Source: an optimization exercise on an open RTL-to-GDS flow (aim: small area, a short achievable clock period and few clock cycles). Production flows keep margins and buffers that such runs may drop. At most, simulation tests tie the RTL to the original design; equivalence was not proved. Power is estimated from default activity; no workload was simulated.

==> job 4819 <==
// modular_reduction
module modular_reduction #(
    parameter DATA_WIDTH = 48,
    parameter Q_WIDTH    = 23
) (
    input  wire clk,
    input  wire rst_n,
    input  wire start,
    output reg  done,
    input  wire [DATA_WIDTH-1:0] data_in,
    output wire [Q_WIDTH-1:0]    data_out
);
  wire [47:0] x = data_in;
  wire [47:0] nx = ~data_in;
  wire hs0, hc0, hs1, hc1, hs2, hc2, fs0, fc0, hs3, hc3, fs1, fc1, fs2, fc2, hs4, hc4, fs3, fc3, fs4, fc4, hs5, hc5, fs5, fc5, fs6, fc6, fs7, fc7, fs8, fc8, fs9, fc9, fs10, fc10, fs11, fc11, hs6, hc6, fs12, fc12, hs7, hc7, fs13, fc13, hs8, hc8, fs14, fc14, hs9, hc9, fs15, fc15, hs10, hc10, hs11, hc11, fs16, fc16, fs17, fc17, fs18, fc18, fs19, fc19, fs20, fc20, fs21, fc21, fs22, fc22, fs23, fc23, fs24, fc24, fs25, fc25, fs26, fc26, fs27, fc27, fs28, fc28, fs29, fc29, fs30, fc30, fs31, fc31, fs32, fc32, fs33, fc33, fs34, fc34, fs35, fc35, fs36, fc36, fs37, fc37, hs12, hc12, hs13, hc13, fs38, fc38, fs39, fc39, fs40, fc40, fs41, fc41, fs42, fc42, fs43, fc43, fs44, fc44, fs45, fc45, fs46, fc46, fs47, fc47, fs48, fc48, fs49, fc49, fs50, fc50, fs51, fc51, fs52, fc52, fs53, fc53, fs54, fc54, fs55, fc55, fs56, fc56, fs57, fc57, fs58, fc58, fs59, fc59, fs60, fc60;
  assign hs0 = x[15] ^ x[25];
  assign hc0 = x[15] & x[25];
  assign hs1 = x[16] ^ x[26];
  assign hc1 = x[16] & x[26];
  assign hs2 = x[0] ^ x[23];
  assign hc2 = x[0] & x[23];
  fa3 u_fs0 (.a(x[23]), .b(x[24]), .c(x[34]), .s(fs0), .co(fc0));
  assign hs3 = x[1] ^ x[47];
  assign hc3 = x[1] & x[47];
  fa3 u_fs1 (.a(x[25]), .b(x[2]), .c(~x[35]), .s(fs1), .co(fc1));
  fa3 u_fs2 (.a(x[25]), .b(x[26]), .c(x[36]), .s(fs2), .co(fc2));
  assign hs4 = ~x[27] ^ ~x[37];
  assign hc4 = ~x[27] & ~x[37];
  fa3 u_fs3 (.a(x[13]), .b(x[23]), .c(x[33]), .s(fs3), .co(fc3));
  fa3 u_fs4 (.a(x[14]), .b(x[24]), .c(x[34]), .s(fs4), .co(fc4));
  assign hs5 = x[37] ^ x[44];
  assign hc5 = x[37] & x[44];
  ...
==> flow/config.mk <==
export PLATFORM = sky130hd
export DESIGN_NAME = modular_reduction
export DESIGN_NICKNAME = modular_reduction
export VERILOG_FILES = /design/flow/design.v
export SDC_FILE = /design/flow/constraint.sdc
export NUM_CORES = 4
export LEC_CHECK = 0
export ABC_AREA = 1
export CAP_MARGIN = 20
export CORE_MARGIN = 2
export CORE_UTILIZATION = 40
export SETUP_SLACK_MARGIN = 0.6
export SLEW_MARGIN = 20
==> flow/constraint.sdc <==
create_clock -name core_clock -period 5.0 [get_ports {clk}]
set_input_delay 1.0000 -clock core_clock [delete_from_list [all_inputs] [get_ports {clk}]]
set_output_delay 1.0000 -clock core_clock [all_outputs]
set_load 0.01 [all_outputs]
standard.sh (not shown) runs the stock make flow with config.mk's settings and CLKGATE_MAP_FILE= SYNTH_SCRIPT=/design/flow/synth_recipe.tcl, a recipe that flattens the netlist after the stock synthesis.
==> flow/flow/run.sh <==
#!/bin/bash
# Own layout flow: the standard flow with these changes.
#  - Synthesis: the standard flow's synthesis script, except that Yosys's extract_fa runs
#    only inside module fa3 (the RTL's full adder), which is kept as its own
#    module until the final flatten, so every fa3 becomes one
#    sky130_fd_sc_hd__fa_1 and all other logic is left to abc (no half adders
#    and no inverters forced around extracted adders). Everything else,
#    including the final flatten and renaming, is synth_recipe.tcl as given.
#  - If flow/abc.script exists, abc runs it instead of ORFS's abc script.
#  - Port buffers: plain sky130_fd_sc_hd__buf_1 instead of the buffer that
#    buffer_ports picks by itself (a 0.5 ns clkdlybuf4s50_1).
# Each tool's output goes to standard.log (make) and ORFS's own logs.
set -euo pipefail
W=$PWD
S="$FLOW_HOME/scripts/synth.tcl"
grep -q 'extract_fa {\*}\[dont_use_extract_fa_args\]' "$S"
grep -q '^  log_cmd abc {\*}$abc_args$' "$S"
ABC_SED=()
if [[ -f "$W/flow/abc.script" ]]; then
  ABC_SED=(-e "s#^  log_cmd abc {\*}\$abc_args\$#  lset abc_args 1 $W/flow/abc.script\n  log_cmd abc {*}\$abc_args#")
fi
sed -e 's/extract_fa {\*}\[dont_use_extract_fa_args\]/extract_fa -fa fa3/' "${ABC_SED[@]}" \
  "$S" > "$W/own_synth_body.tcl"
sed "s#source \$::env(SCRIPTS_DIR)/synth.tcl#source $W/own_synth_body.tcl#" \
  "$W/synth_recipe.tcl" > "$W/own_synth.tcl"
grep -q "own_synth_body.tcl" "$W/own_synth.tcl"
bash standard.sh "SYNTH_SCRIPT=$W/own_synth.tcl" "SYNTH_KEEP_MODULES=fa3" \
  "BUFFER_PORTS_ARGS=-buffer_cell sky130_fd_sc_hd__buf_1" finish > standard.log 2>&1
==> flow/flow/abc.script <==
strash
dch
map -a
topo
stime -c
buffer -c
upsize -c
dnsize -c
==> inputs of job 5510, as changes to job 4819 <==
--- a/flow/design.v
+++ b/flow/design.v
@@ -128,77 +128,51 @@
   wire G0_21 = g0[21] | (p0[21] & g0[20]);
   wire P0_21 = p0[21] & p0[20];
   wire G0_23 = g0[23] | (p0[23] & g0[22]);
   wire P0_23 = p0[23] & p0[22];
   wire G0_25 = g0[25] | (p0[25] & g0[24]);
   wire P0_25 = p0[25] & p0[24];
-  wire G1_2 = g0[2] | (p0[2] & G0_1);
   wire G1_3 = G0_3 | (P0_3 & G0_1);
-  wire G1_6 = g0[6] | (p0[6] & G0_5);
-  wire P1_6 = p0[6] & P0_5;
   wire G1_7 = G0_7 | (P0_7 & G0_5);
   wire P1_7 = P0_7 & P0_5;
-  wire G1_10 = g0[10] | (p0[10] & G0_9);
-  wire P1_10 = p0[10] & P0_9;
   wire G1_11 = G0_11 | (P0_11 & G0_9);
   wire P1_11 = P0_11 & P0_9;
-  wire G1_14 = g0[14] | (p0[14] & G0_13);
-  wire P1_14 = p0[14] & P0_13;
   wire G1_15 = G0_15 | (P0_15 & G0_13);
   wire P1_15 = P0_15 & P0_13;
-  wire G1_18 = g0[18] | (p0[18] & G0_17);
-  wire P1_18 = p0[18] & P0_17;
   wire G1_19 = G0_19 | (P0_19 & G0_17);
   wire P1_19 = P0_19 & P0_17;
-  wire G1_22 = g0[22] | (p0[22] & G0_21);
-  wire P1_22 = p0[22] & P0_21;
   wire G1_23 = G0_23 | (P0_23 & G0_21);
   wire P1_23 = P0_23 & P0_21;
-  wire G2_4 = g0[4] | (p0[4] & G1_3);
-  wire G2_5 = G0_5 | (P0_5 & G1_3);
-  wire G2_6 = G1_6 | (P1_6 & G1_3);
   wire G2_7 = G1_7 | (P1_7 & G1_3);
-  wire G2_12 = g0[12] | (p0[12] & G1_11);
-  wire P2_12 = p0[12] & P1_11;
-  wire G2_13 = G0_13 | (P0_13 & G1_11);
-  wire P2_13 = P0_13 & P1_11;
-  wire G2_14 = G1_14 | (P1_14 & G1_11);
-  wire P2_14 = P1_14 & P1_11;
   wire G2_15 = G1_15 | (P1_15 & G1_11);
   wire P2_15 = P1_15 & P1_11;
-  wire G2_20 = g0[20] | (p0[20] & G1_19);
-  wire P2_20 = p0[20] & P1_19;
-  wire G2_21 = G0_21 | (P0_21 & G1_19);
-  wire P2_21 = P0_21 & P1_19;
-  wire G2_22 = G1_22 | (P1_22 & G1_19);
-  wire P2_22 = P1_22 & P1_19;
   wire G2_23 = G1_23 | (P1_23 & G1_19);
   wire P2_23 = P1_23 & P1_19;
-  wire G3_8 = g0[8] | (p0[8] & G2_7);
-  wire G3_9 = G0_9 | (P0_9 & G2_7);
-  wire G3_10 = G1_10 | (P1_10 & G2_7);
-  wire G3_11 = G1_11 | (P1_11 & G2_7);
-  wire G3_12 = G2_12 | (P2_12 & G2_7);
-  wire G3_13 = G2_13 | (P2_13 & G2_7);
-  wire G3_14 = G2_14 | (P2_14 & G2_7);
   wire G3_15 = G2_15 | (P2_15 & G2_7);
-  wire G3_24 = g0[24] | (p0[24] & G2_23);
-  wire P3_24 = p0[24] & P2_23;
-  wire G3_25 = G0_25 | (P0_25 & G2_23);
-  wire P3_25 = P0_25 & P2_23;
-  wire G4_16 = g0[16] | (p0[16] & G3_15);
-  wire G4_17 = G0_17 | (P0_17 & G3_15);
-  wire G4_18 = G1_18 | (P1_18 & G3_15);
-  wire G4_19 = G1_19 | (P1_19 & G3_15);
-  wire G4_20 = G2_20 | (P2_20 & G3_15);
-  wire G4_21 = G2_21 | (P2_21 & G3_15);
-  wire G4_22 = G2_22 | (P2_22 & G3_15);
-  wire G4_23 = G2_23 | (P2_23 & G3_15);
-  wire G4_24 = G3_24 | (P3_24 & G3_15);
-  wire G4_25 = G3_25 | (P3_25 & G3_15);
-  wire [25:0] cy = {G4_24, G4_23, G4_22, G4_21, G4_20, G4_19, G4_18, G4_17, G4_16, G3_15, G3_14, G3_13, G3_12, G3_11, G3_10, G3_9, G3_8, G2_7, G2_6, G2_5, G2_4, G1_3, G1_2, G0_1, g0[0], 1'b0};
+  wire G6_23 = G2_23 | (P2_23 & G3_15);
+  wire G7_11 = G1_11 | (P1_11 & G2_7);
+  wire G7_19 = G1_19 | (P1_19 & G3_15);
+  wire G8_5 = G0_5 | (P0_5 & G1_3);
+  wire G8_9 = G0_9 | (P0_9 & G2_7);
+  wire G8_13 = G0_13 | (P0_13 & G7_11);
+  wire G8_17 = G0_17 | (P0_17 & G3_15);
+  wire G8_21 = G0_21 | (P0_21 & G7_19);
+  wire G8_25 = G0_25 | (P0_25 & G6_23);
+  wire G9_2 = g0[2] | (p0[2] & G0_1);
+  wire G9_4 = g0[4] | (p0[4] & G1_3);
+  wire G9_6 = g0[6] | (p0[6] & G8_5);
+  wire G9_8 = g0[8] | (p0[8] & G2_7);
+  wire G9_10 = g0[10] | (p0[10] & G8_9);
+  wire G9_12 = g0[12] | (p0[12] & G7_11);
+  wire G9_14 = g0[14] | (p0[14] & G8_13);
+  wire G9_16 = g0[16] | (p0[16] & G3_15);
+  wire G9_18 = g0[18] | (p0[18] & G8_17);
+  wire G9_20 = g0[20] | (p0[20] & G7_19);
+  wire G9_22 = g0[22] | (p0[22] & G8_21);
+  wire G9_24 = g0[24] | (p0[24] & G6_23);
+  wire [25:0] cy = {G9_24, G6_23, G9_22, G8_21, G9_20, G7_19, G9_18, G8_17, G9_16, G3_15, G9_14, G8_13, G9_12, G7_11, G9_10, G8_9, G9_8, G2_7, G9_6, G8_5, G9_4, G1_3, G9_2, G0_1, g0[0], 1'b0};
   assign y_next = p0 ^ cy;
   reg [25:0] y;
   always @(posedge clk) begin
     y <= y_next;
   end
   always @(posedge clk or negedge rst_n) begin
==> inputs of job 1762, as changes to job 4819 <==
--- a/flow/design.v
+++ b/flow/design.v
@@ -128,77 +128,51 @@
   wire G0_21 = g0[21] | (p0[21] & g0[20]);
   wire P0_21 = p0[21] & p0[20];
   wire G0_23 = g0[23] | (p0[23] & g0[22]);
   wire P0_23 = p0[23] & p0[22];
   wire G0_25 = g0[25] | (p0[25] & g0[24]);
   wire P0_25 = p0[25] & p0[24];
-  wire G1_2 = g0[2] | (p0[2] & G0_1);
   wire G1_3 = G0_3 | (P0_3 & G0_1);
-  wire G1_6 = g0[6] | (p0[6] & G0_5);
-  wire P1_6 = p0[6] & P0_5;
   wire G1_7 = G0_7 | (P0_7 & G0_5);
   wire P1_7 = P0_7 & P0_5;
-  wire G1_10 = g0[10] | (p0[10] & G0_9);
-  wire P1_10 = p0[10] & P0_9;
   wire G1_11 = G0_11 | (P0_11 & G0_9);
   wire P1_11 = P0_11 & P0_9;
-  wire G1_14 = g0[14] | (p0[14] & G0_13);
-  wire P1_14 = p0[14] & P0_13;
   wire G1_15 = G0_15 | (P0_15 & G0_13);
   wire P1_15 = P0_15 & P0_13;
-  wire G1_18 = g0[18] | (p0[18] & G0_17);
-  wire P1_18 = p0[18] & P0_17;
   wire G1_19 = G0_19 | (P0_19 & G0_17);
   wire P1_19 = P0_19 & P0_17;
-  wire G1_22 = g0[22] | (p0[22] & G0_21);
-  wire P1_22 = p0[22] & P0_21;
   wire G1_23 = G0_23 | (P0_23 & G0_21);
   wire P1_23 = P0_23 & P0_21;
-  wire G2_4 = g0[4] | (p0[4] & G1_3);
-  wire G2_5 = G0_5 | (P0_5 & G1_3);
-  wire G2_6 = G1_6 | (P1_6 & G1_3);
   wire G2_7 = G1_7 | (P1_7 & G1_3);
-  wire G2_12 = g0[12] | (p0[12] & G1_11);
-  wire P2_12 = p0[12] & P1_11;
-  wire G2_13 = G0_13 | (P0_13 & G1_11);
-  wire P2_13 = P0_13 & P1_11;
-  wire G2_14 = G1_14 | (P1_14 & G1_11);
-  wire P2_14 = P1_14 & P1_11;
   wire G2_15 = G1_15 | (P1_15 & G1_11);
   wire P2_15 = P1_15 & P1_11;
-  wire G2_20 = g0[20] | (p0[20] & G1_19);
-  wire P2_20 = p0[20] & P1_19;
-  wire G2_21 = G0_21 | (P0_21 & G1_19);
-  wire P2_21 = P0_21 & P1_19;
-  wire G2_22 = G1_22 | (P1_22 & G1_19);
-  wire P2_22 = P1_22 & P1_19;
   wire G2_23 = G1_23 | (P1_23 & G1_19);
   wire P2_23 = P1_23 & P1_19;
-  wire G3_8 = g0[8] | (p0[8] & G2_7);
-  wire G3_9 = G0_9 | (P0_9 & G2_7);
-  wire G3_10 = G1_10 | (P1_10 & G2_7);
-  wire G3_11 = G1_11 | (P1_11 & G2_7);
-  wire G3_12 = G2_12 | (P2_12 & G2_7);
-  wire G3_13 = G2_13 | (P2_13 & G2_7);
-  wire G3_14 = G2_14 | (P2_14 & G2_7);
   wire G3_15 = G2_15 | (P2_15 & G2_7);
-  wire G3_24 = g0[24] | (p0[24] & G2_23);
-  wire P3_24 = p0[24] & P2_23;
-  wire G3_25 = G0_25 | (P0_25 & G2_23);
-  wire P3_25 = P0_25 & P2_23;
-  wire G4_16 = g0[16] | (p0[16] & G3_15);
-  wire G4_17 = G0_17 | (P0_17 & G3_15);
-  wire G4_18 = G1_18 | (P1_18 & G3_15);
-  wire G4_19 = G1_19 | (P1_19 & G3_15);
-  wire G4_20 = G2_20 | (P2_20 & G3_15);
-  wire G4_21 = G2_21 | (P2_21 & G3_15);
-  wire G4_22 = G2_22 | (P2_22 & G3_15);
-  wire G4_23 = G2_23 | (P2_23 & G3_15);
-  wire G4_24 = G3_24 | (P3_24 & G3_15);
-  wire G4_25 = G3_25 | (P3_25 & G3_15);
-  wire [25:0] cy = {G4_24, G4_23, G4_22, G4_21, G4_20, G4_19, G4_18, G4_17, G4_16, G3_15, G3_14, G3_13, G3_12, G3_11, G3_10, G3_9, G3_8, G2_7, G2_6, G2_5, G2_4, G1_3, G1_2, G0_1, g0[0], 1'b0};
+  wire G6_23 = G2_23 | (P2_23 & G3_15);
+  wire G7_11 = G1_11 | (P1_11 & G2_7);
+  wire G7_19 = G1_19 | (P1_19 & G3_15);
+  wire G8_5 = G0_5 | (P0_5 & G1_3);
+  wire G8_9 = G0_9 | (P0_9 & G2_7);
+  wire G8_13 = G0_13 | (P0_13 & G7_11);
+  wire G8_17 = G0_17 | (P0_17 & G3_15);
+  wire G8_21 = G0_21 | (P0_21 & G7_19);
+  wire G8_25 = G0_25 | (P0_25 & G6_23);
+  wire G9_2 = g0[2] | (p0[2] & G0_1);
+  wire G9_4 = g0[4] | (p0[4] & G1_3);
+  wire G9_6 = g0[6] | (p0[6] & G8_5);
+  wire G9_8 = g0[8] | (p0[8] & G2_7);
+  wire G9_10 = g0[10] | (p0[10] & G8_9);
+  wire G9_12 = g0[12] | (p0[12] & G7_11);
+  wire G9_14 = g0[14] | (p0[14] & G8_13);
+  wire G9_16 = g0[16] | (p0[16] & G3_15);
+  wire G9_18 = g0[18] | (p0[18] & G8_17);
+  wire G9_20 = g0[20] | (p0[20] & G7_19);
+  wire G9_22 = g0[22] | (p0[22] & G8_21);
+  wire G9_24 = g0[24] | (p0[24] & G6_23);
+  wire [25:0] cy = {G9_24, G6_23, G9_22, G8_21, G9_20, G7_19, G9_18, G8_17, G9_16, G3_15, G9_14, G8_13, G9_12, G7_11, G9_10, G8_9, G9_8, G2_7, G9_6, G8_5, G9_4, G1_3, G9_2, G0_1, g0[0], 1'b0};
   assign y_next = p0 ^ cy;
   reg [25:0] y;
   always @(posedge clk) begin
     y <= y_next;
   end
   always @(posedge clk or negedge rst_n) begin
--- a/flow/config.mk
+++ b/flow/config.mk
@@ -6,8 +6,8 @@
 export NUM_CORES = 4
 export LEC_CHECK = 0
 export ABC_AREA = 1
 export CAP_MARGIN = 20
 export CORE_MARGIN = 2
 export CORE_UTILIZATION = 40
-export SETUP_SLACK_MARGIN = 0.6
+export SETUP_SLACK_MARGIN = 0.9
 export SLEW_MARGIN = 20
==> comparison <==
- Area after synthesis: job 4819 is larger than job 1762 (about 2.7%).
- Power: job 4819 is lower than job 1762 (about 1.5%).
- Between job 5510 and job 4819, the lower die area is in job 5510 (gap about 2.5%, measured against job 4819).
- Non-clock buffer count, highest first: job 1762, job 4819, job 5510.
- Of job 4819 and job 5510, job 4819 has the higher combinational power (gap about 8%, measured against job 5510).
- In job 1762 the worst setup slack is higher than in job 4819, by 140 ps.
- Via count: job 5510 < job 1762 < job 4819.
- In clock-buffer cell count, job 5510 and job 4819 do not differ.
- Against job 5510, the hold slack of job 1762 is better by 1.4 ps.
==> figures <==
                                                               job 1762                job 4819                job 5510
Status                                                   finished clean          finished clean          finished clean
Most used cell along the critical path                                -  sky130_fd_sc_hd__inv_1  sky130_fd_sc_hd__inv_1
Average wire length per cell after detail routing               12.5 um                 12.3 um                 12.4 um
Fraction of area in clock buffers and inverters                   1.01%                   1.04%                   1.07%
Mapped Cells                                                        460                     472                     460
P_clk                                                          0.122 mW                0.125 mW                0.122 mW
DIE WIDTH                                                       99.2 um                  101 um                 99.2 um
Fill cells                                                          843                     906                     893
Switching power total                                           1.14 mW                 1.15 mW                 1.06 mW
Routed length on met1                                           3640 um                 3820 um                 3620 um
Fmax achieved                                                   244 MHz                 236 MHz                 235 MHz
Combined flip-flop and latch cell area                         551 um^2                547 um^2                546 um^2
Final non-filler cell area                                    4480 um^2               4340 um^2               4220 um^2
Share of layout cells above drive strength 1                      18.6%                   9.82%                   8.64%
Proportion of synthesized chip area in sequential cells           15.0%                   14.6%                   15.0%
Slew at the pin with the worst max-slew slack                    446 ps                  415 ps                  458 ps
Placed Cells incl. Taps                                             644                     657                     644
Slowest cell delay on critical path                              560 ps                  500 ps                  510 ps
Yosys cell types                                                     38                      39                      38
Testbench counts of job 5510, summed over its fixed seeds: cycles 16,000.
Testbench counts of job 1762, summed over its fixed seeds: cycles 16,000.
For job 4819, only the layout was checked, not whether the RTL still works.

[separate check: timing with driven ports]
How much do the figures lean on ideal ports? The routed layouts below were timed once more, with nothing changed but the port constraints. Step 1 assumes that a clkbuf_16 drives the clock port and a buf_2 every other input. Step 2 times the ports against the registers' clock, not the clock port: input delays grow and output delays shrink by t, the midpoint of the rising clock arrivals with the driver on. Three values: ideal ports, drivers, drivers and shift; two values: the first two.
run | t (ns) | setup WS [ns] | worst data-port slew with drivers (ns) | pins driven straight from the clock port
job 4819 | 0.300 | 0.758 / 0.763 / 0.463 | 0.03 | 1
job 5510 | 0.297 | 0.739 / 0.747 / 0.450 | 0.05 | 1
job 1762 | 0.296 | 0.900 / 0.890 / 0.593 | 0.05 | 1
After both steps every run listed still meets setup and hold. For job 1762, which loses most, drivers alone change the setup slack by -0.010 ns; drivers and shift together by -0.307 ns.
